What follows belongs to an exercise in optimizing a design on an open flow for small area; a production flow would make more cautious choices. In this exercise RTL edits were held to simulation tests only and were not proved equivalent to the original. The clock port is modelled as an ideal driver, which makes a skipped or thinned clock tree look cheaper than it is; a real chip needs a root buffer or a tree.

==> flow/design.v <==
module debounce (
    input  logic clk,
    input  logic rst,
    input  logic button,
    output logic at_s1
);
localparam logic [12:0] S1 = 13'd6689;
logic [12:0] count;
assign at_s1 = (count == S1);
always_ff @(posedge clk) begin
    if (rst || !button)
        count <= 13'd0;
    else if (at_s1)
        count <= 13'h1fff;
    else
        count <= {count[11:0], ~(count[12] ^ count[5])};
end
endmodule
module single_pulse_detector (
    input  logic clk,
    input  logic rst,
    input  logic input_signal,
    output logic output_pulse
);
always_ff @(posedge clk) begin
    if (rst)
        output_pulse <= 1'b0;
    else
        output_pulse <= input_signal;
end
endmodule
module disp_ctrl (
    input  logic [4:0] disp_val,
    output logic [6:0] seg_out
);
always_comb begin
    case (disp_val)
        5'h10: seg_out = 7'b1110000;  
        5'h11: seg_out = 7'b0110011;  
        5'h12: seg_out = 7'b0110000;  
        5'h13: seg_out = 7'b1000111;  
        5'h14: seg_out = 7'b1111111;  
        5'h15: seg_out = 7'b1011011;  
        5'h16: seg_out = 7'b1101101;  
        5'h17: seg_out = 7'b1001111;  
        5'h18: seg_out = 7'b1110011;  
        5'h19: seg_out = 7'b1011111;  
        5'h1a: seg_out = 7'b1111001;  
        5'h1b: seg_out = 7'b0111101;  
        5'h1c: seg_out = 7'b1001110;  
        5'h1d: seg_out = 7'b0011111;  
        5'h1e: seg_out = 7'b1110111;  
        5'h1f: seg_out = 7'b1111110;  
        default: seg_out = 7'b0000000;
    endcase
end
endmodule
module decoder (
    input  logic       clk,
    input  logic       rst,
    input  logic [3:0] row,
    output logic [3:0] col,
    output logic [4:0] hold,    
    output logic       cap
);
localparam logic [5:0] Z62 = 6'b100000;
localparam logic [5:0] SAT = 6'b111111;
logic [3:0]  cnt;
logic [3:0]  rbuf;
logic [95:0] cr;
logic        rmask;    
logic        a1, b1, a41, b41, rise_acc, rise;
logic [3:0]  idx1;
wire s0 = ~col[3];
wire s1 = ~col[2];
wire s2 = ~col[1];
wire s3 = ~col[0];
wire s4 = &col;
wire win = (s0 & cnt == 4'd15) | (s1 & cnt <= 4'd2) |
           (s2 & cnt >= 4'd3 & cnt <= 4'd6) | (s3 & cnt >= 4'd7 & cnt <= 4'd10) |
           (s4 & cnt >= 4'd11 & cnt <= 4'd14);
wire start   = s0 & (cnt == 4'd15);    
wire fr_end  = s4 & (cnt == 4'd15);    
wire       k_h   = win & rbuf[0];
wire [5:0] c_h   = cr[95:90];
wire       h_sat = (c_h == SAT);
wire       h_z62 = (c_h == Z62);
wire       v1    = k_h & h_sat;
wire       v41   = k_h & (h_sat | h_z62);
wire       r_h   = k_h & h_z62;
wire [5:0] c_new = rbuf[0] ? (h_z62 ? SAT : {c_h[4:0], ~(c_h[5] ^ c_h[4])}) : 6'd0;
wire [5:0] c_in  = rmask ? 6'd0 : (win ? c_new : c_h);
always_ff @(posedge clk) begin
    cr   <= {cr[89:0], c_in};
    rbuf <= (cnt == 4'd14) ? ~row : {rbuf[0], rbuf[3:1]};
    a1   <= (a1 & ~start) | v1;
    b1   <= (b1 & ~start) | (a1 & ~start & v1);
    a41  <= (a41 & ~start) | v41;
    b41  <= (b41 & ~start) | (a41 & ~start & v41);
    rise_acc <= (rise_acc & ~start) | r_h;
    if (v1 & (start | ~a1))
        idx1 <= cnt;
    if (fr_end)
        rise <= rise_acc & ~rmask;
end
always_ff @(posedge clk, posedge rst) begin
    if (rst)
        col <= 4'b1111;
    else if (cnt == 4'd15)
        col <= {~&col, col[3:1]};
end
always_ff @(posedge clk) begin
    if (rst) begin
        cnt   <= 4'd0;
        rmask <= 1'b1;
        hold  <= 5'd0;
    end else begin
        cnt <= cnt + 4'd1;
        if (fr_end)
            rmask <= 1'b0;
        if (fr_end & ~rmask & a1 & ~b1)
            hold <= {1'b1, idx1};
        else if (s0 & a41 & ~b41 & h_sat)
            hold <= {1'b1, cnt};
    end
end
assign cap = rise & s2 & (cnt == 4'd11);
endmodule
module ssd_top
#(
    parameter clk_freq = 1_024_000,
    parameter stable_time = 5
)
(
    input logic clk,
    input logic [1:0] btn,
    input logic sw,
    output logic led,
    output logic [6:0] seg,
    output logic chip_sel,
    input logic [3:0] row,
    output logic [3:0] col
);
localparam max_delay = clk_freq*stable_time/1024;
logic rst;
logic c_sel;
logic [12:0] count_div;
logic [4:0] hold;
logic key_cap;
logic btn1_rise;
logic btn1_pulse;
logic [4:0] seg1_d;
logic [4:0] seg2_d;
logic sel_d;
logic sw_d;
logic btn_press_toggle;
decoder decoder_i (
    .clk(clk),
    .rst(rst),
    .row(row),
    .col(col),
    .hold(hold),
    .cap(key_cap)
);
debounce db_i (
    .clk(clk),
    .rst(rst),
    .button(btn[1]),
    .at_s1(btn1_rise)
);
single_pulse_detector sp_i (
    .clk(clk),
    .rst(rst),
    .input_signal(btn1_rise),
    .output_pulse(btn1_pulse)
);
wire cd_wrap = (count_div == 13'd3344);  
always_ff @(posedge clk, posedge rst) begin
    if (rst)
        c_sel <= 1'b0;
    else if (sw == 0 ? btn1_pulse : cd_wrap)
        c_sel <= ~c_sel;
end
always_ff @(posedge clk) begin
    if (rst || (sw && cd_wrap))
        count_div <= 13'd0;
    else if (sw)
        count_div <= {count_div[11:0], ~(count_div[12] ^ count_div[5])};
end
always_ff @(posedge clk, posedge rst) begin
    if (rst) begin
        seg1_d <= 5'd0;
        seg2_d <= 5'd0;
    end else if (key_cap) begin
        if (sw_d == 0 || btn_press_toggle)
            seg1_d <= hold;
        if (sw_d == 1)
            seg2_d <= btn_press_toggle ? 5'd0 : hold;
    end
end
always_ff @(posedge clk) begin
    if (rst)
        btn_press_toggle <= 1'b1;
    else if (key_cap && sw_d)
        btn_press_toggle <= ~btn_press_toggle;
end
always_ff @(posedge clk) begin
    sel_d <= ~sw | c_sel;
    sw_d <= sw;
end
disp_ctrl dc_i (
    .disp_val(sel_d ? seg1_d : seg2_d),
    .seg_out(seg)
);
assign rst = btn[0];
assign led = sw;
assign chip_sel = c_sel;
endmodule
Settings: LEC_CHECK=0, CAP_MARGIN=20, CORE_MARGIN=2, CORE_UTILIZATION=40, PLACE_DENSITY=0.6, SLEW_MARGIN=20; clock period 5.0 ns.
standard.sh (not shown) runs the stock make flow with config.mk's settings and CLKGATE_MAP_FILE= SYNTH_SCRIPT=/design/flow/synth_recipe.tcl, a recipe that flattens the netlist after the stock synthesis.
==> flow/flow/run.sh <==
#!/bin/bash
set -e
HERE=$(pwd)
export PRE_CTS_TCL=$HERE/flow/cts_pre.tcl
export FLOW_CLK=clk
export FLOW_CTS_LEVELS=${FLOW_CTS_LEVELS:-4}
export FLOW_CTS_LEAF=${FLOW_CTS_LEAF:-sky130_fd_sc_hd__clkbuf_4}
export FLOW_CTS_ROOT=${FLOW_CTS_ROOT:-sky130_fd_sc_hd__clkbuf_8}
export BUFFER_PORTS_ARGS="-buffer_cell sky130_fd_sc_hd__buf_1"
bash standard.sh > standard.log 2>&1
Other scripts of this flow, unchanged in this note and not shown: flow/flow/cts_pre.tcl
The starting point ran to the end with no violations.
Change:
--- a/flow/flow/run.sh
+++ b/flow/flow/run.sh
@@ -2,4 +2,9 @@
 set -e
 HERE=$(pwd)
+rm -rf "$HERE/orfs_scripts"
+cp -r "$FLOW_HOME/scripts" "$HERE/orfs_scripts"
+cp "$HERE/flow/abc_area.script" "$HERE/orfs_scripts/abc_area.script"
+export SCRIPTS_DIR=$HERE/orfs_scripts
+export ADDER_MAP_FILE=
 export PRE_CTS_TCL=$HERE/flow/cts_pre.tcl
 export FLOW_CLK=clk
==> flow/flow/abc_area.script (new file) <==
strash
&get -n
&deepsyn -T 20
&put
dch -f
amap
topo
- ABC_AREA: unset -> 1
After rerunning:
- synthesized area is lower by 8.0%
- cell area is lower by 7.2%
- wire length is lower by 5.1%
- sequential share of layout area is higher by 5.0 points
- via count is higher by about 1.3%
In every run of this note, the design's own scripts or RTL, not TritonCTS, make the clock network.

-- what the ideal ports hide --
In the flow no input, the clock included, has a driving cell. The finished layouts below were timed again as built, in two steps.
Step 1 assumes that a clkbuf_16 drives the clock port and a buf_2 every other input.
Step 2, shift: input delay + t, output delay - t, t = (earliest + latest rising clock arrival at the registers) / 2. This alone moves slack from input paths to output paths.
Slacks: no drivers / after step 1 / after step 2; pairs: no drivers / after step 1.
run	t (ns)	slack for setup (ns)	worst setup path after step 2
the first run	0.449	1.439 / 1.409 / 1.858	register to output
the second run	0.444	1.595 / 1.566 / 2.010	register to output
After both steps every run listed still meets setup and hold.
